Context: an optimization exercise on an open-source flow, tuned for small area and a short achievable clock period. The choices shown serve that exercise and are no tape-out recipe. Where RTL was checked, it was by simulation tests only, not by an equivalence proof against the original. Power is estimated from default activity; no workload was simulated.

Setup of the previous run:
Design arm, start of the top module:
module arm (
    input  logic        clk, rst,
    input  logic [31:0] InstrF,
    input  logic [31:0] ReadDataM,
    output logic [31:0] WriteDataM,
    output logic [31:0] PCF, ALUOutM,
    output logic        MemWriteM
);
Size in the first run: roughly 160 I/O pins.
==> flow/config.mk <==
export PLATFORM = sky130hd
export DESIGN_NAME = arm
export DESIGN_NICKNAME = arm
export VERILOG_FILES = /design/flow/design.v
export SDC_FILE = /design/flow/constraint.sdc
export NUM_CORES = 4
export LEC_CHECK = 0
export CAP_MARGIN = 20
export CORE_MARGIN = 2
export CORE_UTILIZATION = 60
export PLACE_DENSITY = 0.72
export SLEW_MARGIN = 20
==> flow/constraint.sdc <==
create_clock -name core_clock -period 16.0 [get_ports {clk}]
set_input_delay 3.2000 -clock core_clock [delete_from_list [all_inputs] [get_ports {clk}]]
set_output_delay 3.2000 -clock core_clock [all_outputs]
set_load 0.01 [all_outputs]
standard.sh (not shown) runs the stock make flow with config.mk's settings and CLKGATE_MAP_FILE= SYNTH_SCRIPT=/design/flow/synth_recipe.tcl, a recipe that flattens the netlist after the stock synthesis.
==> flow/flow/run.sh <==
#!/bin/bash
set -o pipefail
bash standard.sh SETUP_SLACK_MARGIN=11.8 "BUFFER_PORTS_ARGS=-buffer_cell sky130_fd_sc_hd__buf_2" finish > standard.log 2>&1
Inputs modified between the previous run and the current run:
-- flow/design.v --
<<< the previous run, line 18
    logic        fBM, fBW;                
    logic        fBMs, fBWs;              
    logic        kB;                      
    logic [3:0]  WA3M;
    logic        PCSrcM, RegWriteM, MemToRegM;
>>> the current run, line 18
    logic        fBM, fBW;                
    logic        fBMs, fBWs;              
    logic [3:0]  WA3M;
    logic        PCSrcM, RegWriteM, MemToRegM;
<<< the previous run, line 71
    logic RegWriteMn;
    assign RegWriteMn = CondExE & RegWriteE;
    logic mEA, mMA, mEB, mMB, nAM, nAW, nBM, nBW;
    assign mEA = RegWriteE & (RA1D == WA3E);
    assign mMA = RegWriteM & (RA1D == WA3M);
    assign mEB = RegWriteE & (RA2D == WA3E);
    assign mMB = RegWriteM & (RA2D == WA3M);
    assign nAM = CondExE & mEA;
    assign nAW = ~nAM & mMA;
    assign nBM = CondExE & mEB;
    assign nBW = ~nBM & mMB;
    logic [31:0] PCPlus4F, PCPlus8F, PCNext, R15D;
    assign PCPlus4F = PCF + 32'd4;
>>> the current run, line 70
    logic RegWriteMn;
    assign RegWriteMn = CondExE & RegWriteE;
    logic nAM, nAW, nAP, nBM, nBW, nBP;
    assign nAM = RegWriteMn & (RA1D == WA3E);
    assign nAW = ~nAM & RegWriteM & (RA1D == WA3M);
    assign nAP = ~nAM & ~nAW & (RA1D == 4'd15);
    assign nBM = RegWriteMn & (RA2D == WA3E);
    assign nBW = ~nBM & RegWriteM & (RA2D == WA3M);
    assign nBP = ~nBM & ~nBW & (RA2D == 4'd15);
    logic [31:0] PCPlus4F, PCPlus8F, PCNext, R15D;
    assign PCPlus4F = PCF + 32'd4;
<<< the previous run, line 88
    logic [31:0] RD1D, RD2D;
    always_comb begin
        RD1D = {32{(RA1D == 4'd15) & ~mMA}} & R15D;
        RD2D = ImmD ? ExtImmD : ({32{(RA2D == 4'd15) & ~mMB}} & R15D);
        for (int i = 0; i < 15; i++) begin
            dA[i] = (RA1D == i[3:0]) & ~mMA;
            dB[i] = (RA2D == i[3:0]) & ~mMB & ~ImmD;
            RD1D = RD1D | ({32{dA[i]}} & rf[i]);
            RD2D = RD2D | ({32{dB[i]}} & rf[i]);
>>> the current run, line 85
    logic [31:0] RD1D, RD2D;
    always_comb begin
        RD1D = {32{nAP}} & R15D;
        RD2D = ImmD ? ExtImmD : ({32{nBP}} & R15D);
        for (int i = 0; i < 15; i++) begin
            dA[i] = (RA1D == i[3:0]) & ~nAM & ~nAW;
            dB[i] = (RA2D == i[3:0]) & ~nBM & ~nBW & ~ImmD;
            RD1D = RD1D | ({32{dA[i]}} & rf[i]);
            RD2D = RD2D | ({32{dB[i]}} & rf[i]);
<<< the previous run, line 134
        fBMs <= nBM & ~ImmD & ~isSTR;
        fBWs <= nBW & ~ImmD & ~isSTR;
        kB   <= ImmD | (~isSTR & ~nBM);
    end
    logic [31:0] SrcAE, WriteDataE, SrcBE, SumE, ALUResultE;
    logic EqE, SubE;
    assign SrcAE      = ({32{~fAM}} & RD1E) | ({32{fAM}} & ALUOutM) | ({32{fAW}} & ResultW);
    assign WriteDataE = ({32{~fBM}} & RD2E) | ({32{fBM}} & ALUOutM) | ({32{fBW}} & ResultW);
    assign SrcBE      = ({32{kB}} & RD2E) | ({32{fBMs}} & ALUOutM) | ({32{fBWs}} & ResultW)
                      | ({32{StrE}} & {20'b0, Imm12E});
    assign EqE = (SrcAE == SrcBE);
>>> the current run, line 131
        fBMs <= nBM & ~ImmD & ~isSTR;
        fBWs <= nBW & ~ImmD & ~isSTR;
    end
    logic [31:0] SrcAE, WriteDataE, SrcBE, SumE, ALUResultE;
    logic EqE, SubE;
    assign SrcAE      = RD1E | ({32{fAM}} & ALUOutM) | ({32{fAW}} & ResultW);
    assign WriteDataE = RD2E | ({32{fBM}} & ALUOutM) | ({32{fBW}} & ResultW);
    assign SrcBE      = ({32{~StrE}} & RD2E) | ({32{fBMs}} & ALUOutM) | ({32{fBWs}} & ResultW)
                      | ({32{StrE}} & {20'b0, Imm12E});
    assign EqE = (SrcAE == SrcBE);
Every run in the comparison, the previous run and the current run, completed the flow with a clean layout. Lower buffering stage count on the worst path with inverters included among the previous run and the current run: the previous run. Compared with the previous run, the current run shows a sequential element share of the synthesized area that is 0.39 points lower. The higher critical path depth of the previous run and the current run is in the current run. The current run has less setup slack than the previous run. On total power after layout, the current run does worse than the previous run. Comparing the current run with the previous run, the design area came out essentially unchanged. The current run vs the previous run, clock-cell share of area went up by 0.32 points. In terms of sequential share of layout area, the current run and the previous run differ only marginally. Between the previous run and the current run, the difference in horizontal die dimension is negligible. For the previous run, the critical path launch point was PCF[0]$_SDFFE_PP0P_, unlike the current run, where it was InstrD[16]$_SDFFE_PP0N_. Combinational logic power down about 4% in the current run wrt the previous run. Max xor/xnor cell area share of the yosys netlist across the previous run and the current run: the current run. Status: sequential cell count parity (the current run, the previous run). Relative to the previous run, the count of plain and timing-repair buffers in the layout of the current run is lower by 18.
No functional check of the RTL was part of any run of this note.

The RTL this note starts from:
==> flow/design.v <==
module arm (
    input  logic        clk, rst,
    input  logic [31:0] InstrF,
    input  logic [31:0] ReadDataM,
    output logic [31:0] WriteDataM,
    output logic [31:0] PCF, ALUOutM,
    output logic        MemWriteM
);
    logic        rst_q;
    logic [31:0] InstrD;
    logic [31:0] RD1E, RD2E;
    logic [11:0] Imm12E;
    logic [3:0]  WA3E, CondE;
    logic        BrE, MemToRegE, MemWriteE, RegWriteE, FlagWriteE, StrE;
    logic [1:0]  ALUControlE;
    logic [1:0]  FlagsE;                  
    logic        ZPendE;                  
    logic        fAM, fAW;                
    logic        fBM, fBW;                
    logic        fBMs, fBWs;              
    logic        kB;                      
    logic [3:0]  WA3M;
    logic        PCSrcM, RegWriteM, MemToRegM;
    logic [31:0] ResultW;
    logic [3:0]  WA3W;
    logic        PCSrcW, RegWriteW;
    logic [31:0] rf [0:14];
    logic [7:0] op;
    logic isBD, isMemD;                   
    assign op = InstrD[27:20];
    logic isADD, isSUB, isAND, isORR, isLDR, isSTR, isB;
    assign isADD = (op[7:6] == 2'b00) & (op[4:0] == 5'b01000);
    assign isSUB = (op[7:6] == 2'b00) & (op[4:1] == 4'b0010);
    assign isAND = (op == 8'b0000_0000);
    assign isORR = (op == 8'b0001_1000);
    assign isLDR = isMemD & InstrD[20];
    assign isSTR = isMemD & ~InstrD[20];
    assign isB   = isBD;
    logic RegWriteD, FlagWriteD, ImmD;
    logic [1:0] ALUControlD;
    assign RegWriteD   = isADD | isSUB | isAND | isORR | isLDR | isB;
    assign FlagWriteD  = isSUB & InstrD[20];
    assign ALUControlD = {isAND | isORR, isSUB | isORR};
    assign ImmD        = ((isADD | isSUB) & InstrD[25]) | isLDR | isB;
    logic [3:0] RA1D, RA2D;
    assign RA1D = isBD ? 4'd15 : InstrD[19:16];
    assign RA2D = isMemD ? InstrD[15:12] : InstrD[3:0];
    logic [31:0] ExtImmD;
    always_comb begin
        if (isLDR)           ExtImmD = {20'b0, InstrD[11:0]};
        else if (isB)        ExtImmD = {{6{InstrD[23]}}, InstrD[23:0], 2'b00};
        else                 ExtImmD = {{24{InstrD[7]}}, InstrD[7:0]};
    end
    logic ZE;
    assign ZE = ZPendE ? (ALUOutM == 32'd0) : FlagsE[0];
    logic CondExE;
    always_comb begin
        case (CondE)
            4'b1110: CondExE = 1'b1;
            4'b0000: CondExE = ZE;
            4'b0001: CondExE = ~ZE;
            4'b1010: CondExE = ~FlagsE[1];
            4'b1100: CondExE = ~FlagsE[1] & ~ZE;
            4'b1101: CondExE = FlagsE[1] | ZE;
            4'b1011: CondExE = FlagsE[1];
            default: CondExE = 1'b0;
        endcase
    end
    logic BranchTakenE, ldrStallD, StallF, FlushD, FlushE;
    assign BranchTakenE = CondExE & BrE;
    assign ldrStallD = MemToRegE & ((RA1D == WA3E) | (RA2D == WA3E));
    assign StallF    = ldrStallD | isB | BrE | PCSrcM;
    assign FlushD    = isB | BrE | PCSrcM | PCSrcW;
    assign FlushE    = ldrStallD | BranchTakenE;
    logic RegWriteMn;
    assign RegWriteMn = CondExE & RegWriteE;
    logic mEA, mMA, mEB, mMB, nAM, nAW, nBM, nBW;
    assign mEA = RegWriteE & (RA1D == WA3E);
    assign mMA = RegWriteM & (RA1D == WA3M);
    assign mEB = RegWriteE & (RA2D == WA3E);
    assign mMB = RegWriteM & (RA2D == WA3M);
    assign nAM = CondExE & mEA;
    assign nAW = ~nAM & mMA;
    assign nBM = CondExE & mEB;
    assign nBW = ~nBM & mMB;
    logic [31:0] PCPlus4F, PCPlus8F, PCNext, R15D;
    assign PCPlus4F = PCF + 32'd4;
    assign PCPlus8F = PCF + 32'd8;
    assign PCNext   = StallF ? PCF : (PCSrcW ? ResultW : PCPlus4F);
    assign R15D     = isB ? PCPlus4F : PCPlus8F;
    logic [14:0] dA, dB;
    logic [31:0] RD1D, RD2D;
    always_comb begin
        RD1D = {32{(RA1D == 4'd15) & ~mMA}} & R15D;
        RD2D = ImmD ? ExtImmD : ({32{(RA2D == 4'd15) & ~mMB}} & R15D);
        for (int i = 0; i < 15; i++) begin
            dA[i] = (RA1D == i[3:0]) & ~mMA;
            dB[i] = (RA2D == i[3:0]) & ~mMB & ~ImmD;
            RD1D = RD1D | ({32{dA[i]}} & rf[i]);
            RD2D = RD2D | ({32{dB[i]}} & rf[i]);
        end
    end
    always_ff @(posedge clk) begin
        rst_q <= rst;
        PCF   <= rst ? '0 : PCNext;
    end
    always_ff @(posedge clk) begin
        if (rst | FlushD) begin
            InstrD <= '0;
            isBD   <= 1'b0;
            isMemD <= 1'b0;
        end else if (!ldrStallD) begin
            InstrD <= InstrF;
            isBD   <= (InstrF[27:24] == 4'b1010);
            isMemD <= (InstrF[27:21] == 7'b0101_100);
        end
    end
    always_ff @(posedge clk) begin
        if (rst | FlushE) begin
            BrE        <= 1'b0;
            MemToRegE  <= 1'b0;
            MemWriteE  <= 1'b0;
            RegWriteE  <= 1'b0;
            FlagWriteE <= 1'b0;
            FlagsE     <= 2'b00;
            ZPendE     <= 1'b0;
        end else begin
            BrE        <= isB;
            MemToRegE  <= isLDR;
            MemWriteE  <= isSTR;
            RegWriteE  <= RegWriteD;
            FlagWriteE <= FlagWriteD;
            ZPendE     <= FlagWriteE;
            if (FlagWriteE) FlagsE[1] <= SumE[31];
            else            FlagsE[0] <= ZE;
        end
    end
    always_ff @(posedge clk) begin
        RD1E        <= RD1D;
        RD2E        <= RD2D;
        Imm12E      <= InstrD[11:0];
        StrE        <= isSTR;
        WA3E        <= InstrD[15:12];
        CondE       <= InstrD[31:28];
        ALUControlE <= ALUControlD;
        fAM  <= nAM; fAW  <= nAW;
        fBM  <= nBM; fBW  <= nBW;
        fBMs <= nBM & ~ImmD & ~isSTR;
        fBWs <= nBW & ~ImmD & ~isSTR;
        kB   <= ImmD | (~isSTR & ~nBM);
    end
    logic [31:0] SrcAE, WriteDataE, SrcBE, SumE, ALUResultE;
    logic SubE;
    assign SrcAE      = ({32{~fAM}} & RD1E) | ({32{fAM}} & ALUOutM) | ({32{fAW}} & ResultW);
    assign WriteDataE = ({32{~fBM}} & RD2E) | ({32{fBM}} & ALUOutM) | ({32{fBW}} & ResultW);
    assign SrcBE      = ({32{kB}} & RD2E) | ({32{fBMs}} & ALUOutM) | ({32{fBWs}} & ResultW)
                      | ({32{StrE}} & {20'b0, Imm12E});
    assign SubE = ALUControlE == 2'b01;
    logic [32:0] sum33;
    assign sum33 = {SrcAE, 1'b1} + {SrcBE ^ {32{SubE}}, SubE};
    assign SumE  = sum33[32:1];
    always_comb begin
        case (ALUControlE)
            2'b10:   ALUResultE = SrcAE & SrcBE;
            2'b11:   ALUResultE = SrcAE | SrcBE;
            default: ALUResultE = SumE;
        endcase
    end
    always_ff @(posedge clk) begin
        if (rst) begin
            PCSrcM    <= 1'b0;
            RegWriteM <= 1'b0;
            MemWriteM <= 1'b0;
        end else begin
            PCSrcM    <= BranchTakenE;
            RegWriteM <= RegWriteMn;
            MemWriteM <= CondExE & MemWriteE;
        end
    end
    always_ff @(posedge clk) begin
        MemToRegM  <= MemToRegE;
        WA3M       <= WA3E;
        ALUOutM    <= ALUResultE;
        WriteDataM <= WriteDataE;
    end
    always_ff @(posedge clk) begin
        if (rst) begin
            PCSrcW    <= 1'b0;
            RegWriteW <= 1'b0;
        end else begin
            PCSrcW    <= PCSrcM;
            RegWriteW <= RegWriteM;
        end
    end
    always_ff @(posedge clk) begin
        WA3W    <= WA3M;
        ResultW <= ({32{MemToRegM & ~rst}} & ReadDataM) | ({32{~MemToRegM & ~rst}} & ALUOutM);
    end
    logic [14:0] we;
    always_comb
        for (int i = 0; i < 15; i++)
            we[i] = rst_q | (RegWriteW & (WA3W == i[3:0]));
    always_ff @(posedge clk)
        for (int i = 0; i < 15; i++)
            if (we[i]) rf[i] <= ResultW;
endmodule
Settings: LEC_CHECK=0, CAP_MARGIN=20, CORE_MARGIN=2, CORE_UTILIZATION=60, PLACE_DENSITY=0.72, SLEW_MARGIN=20; clock period 16.0 ns.
==> flow/flow/run.sh <==
#!/bin/bash
# Own flow: the standard layout (standard.sh: unchanged synthesis and
# steps). Timing repair is asked to keep a setup margin, so that the resizer
# works on the paths that set the achieved period; ports get buf_2 buffers
# instead of delay cells; clock tree synthesis adds no dummy loads and
# clusters up to 26 flip-flops per leaf buffer. The SDC and the clock period
# are the design's.
set -o pipefail
bash standard.sh SETUP_SLACK_MARGIN=11.8 \
  "BUFFER_PORTS_ARGS=-buffer_cell sky130_fd_sc_hd__buf_2" \
  "CTS_ARGS=-sink_clustering_enable -repair_clock_nets -dont_use_dummy_load -sink_clustering_size 26 -sink_clustering_max_diameter 100" \
  finish > standard.log 2>&1
==> next run, changes <==
--- a/flow/design.v
+++ b/flow/design.v
@@ -191,16 +191,18 @@
             PCSrcW    <= PCSrcM;
             RegWriteW <= RegWriteM;
         end
     end
     always_ff @(posedge clk) begin
         WA3W    <= WA3M;
-        ResultW <= ({32{MemToRegM & ~rst}} & ReadDataM) | ({32{~MemToRegM & ~rst}} & ALUOutM);
-    end
+        ResultW <= MemToRegM ? ReadDataM : ALUOutM;
+    end
+    logic [31:0] wdg;
     logic [14:0] we;
+    assign wdg = ResultW & {32{~rst_q}};
     always_comb
         for (int i = 0; i < 15; i++)
             we[i] = rst_q | (RegWriteW & (WA3W == i[3:0]));
     always_ff @(posedge clk)
         for (int i = 0; i < 15; i++)
-            if (we[i]) rf[i] <= ResultW;
+            if (we[i]) rf[i] <= wdg;
 endmodule
=>
- non-clock buffer count is lower by 3
- power climbs by 3.4%
- synthesized cell count climbs by 1.9%
- wire length went up by about 2%
- die area rises by about 1%
- setup slack improved by 0.046 ns
- via count went up by 0.76%
- maximum frequency went up by 1.1%
- first-iteration DRC count fell by 21%
- cell area goes up by about 0.4%
- clock power is about the same
- sequential power went up by about 1%
- clock skew is higher by 0.018 ns
- hold slack hardly moves
No functional check of the RTL was part of the first run of this note.

[separate check: timing with driven ports]
In the flow no input, the clock included, has a driving cell. The finished layouts below were timed again as built, in two steps. Step 1: set_driving_cell puts a clkbuf_16 on clk and a buf_2 on each other input, an assumption about the parent block. Step 2 also shifts input and output timing later by t, the mid clock arrival at the registers, as if the neighbouring blocks saw the same clock. a / b / c = ideal / step 1 / step 2; a / b = the first two.
| run | shift t [ns] | setup WS [ns] | clock arrival spread, ns | worst register clock-pin slew, ns | cell pins on the clock port's net |
|---|---|---|---|---|---|
| the previous run | 0.700 | 11.636 / 11.575 / 11.227 | 0.024 / 0.023 | 0.07 / 0.07 | 1 |
| the current run | 0.714 | 11.618 / 11.583 / 11.290 | 0.039 / 0.039 | 0.07 / 0.07 | 1 |
| the first run of note 2 | 0.667 | 11.663 / 11.596 / 11.405 | 0.044 / 0.044 | 0.11 / 0.11 | 1 |
| the second run of note 2 | 0.645 | 11.709 / 11.647 / 11.227 | 0.063 / 0.063 | 0.11 / 0.11 | 1 |
After both steps setup and hold are still met in every run listed. The setup slack of the second run of note 2, which loses most, moves by -0.062 ns with the drivers and by -0.482 ns with both steps.
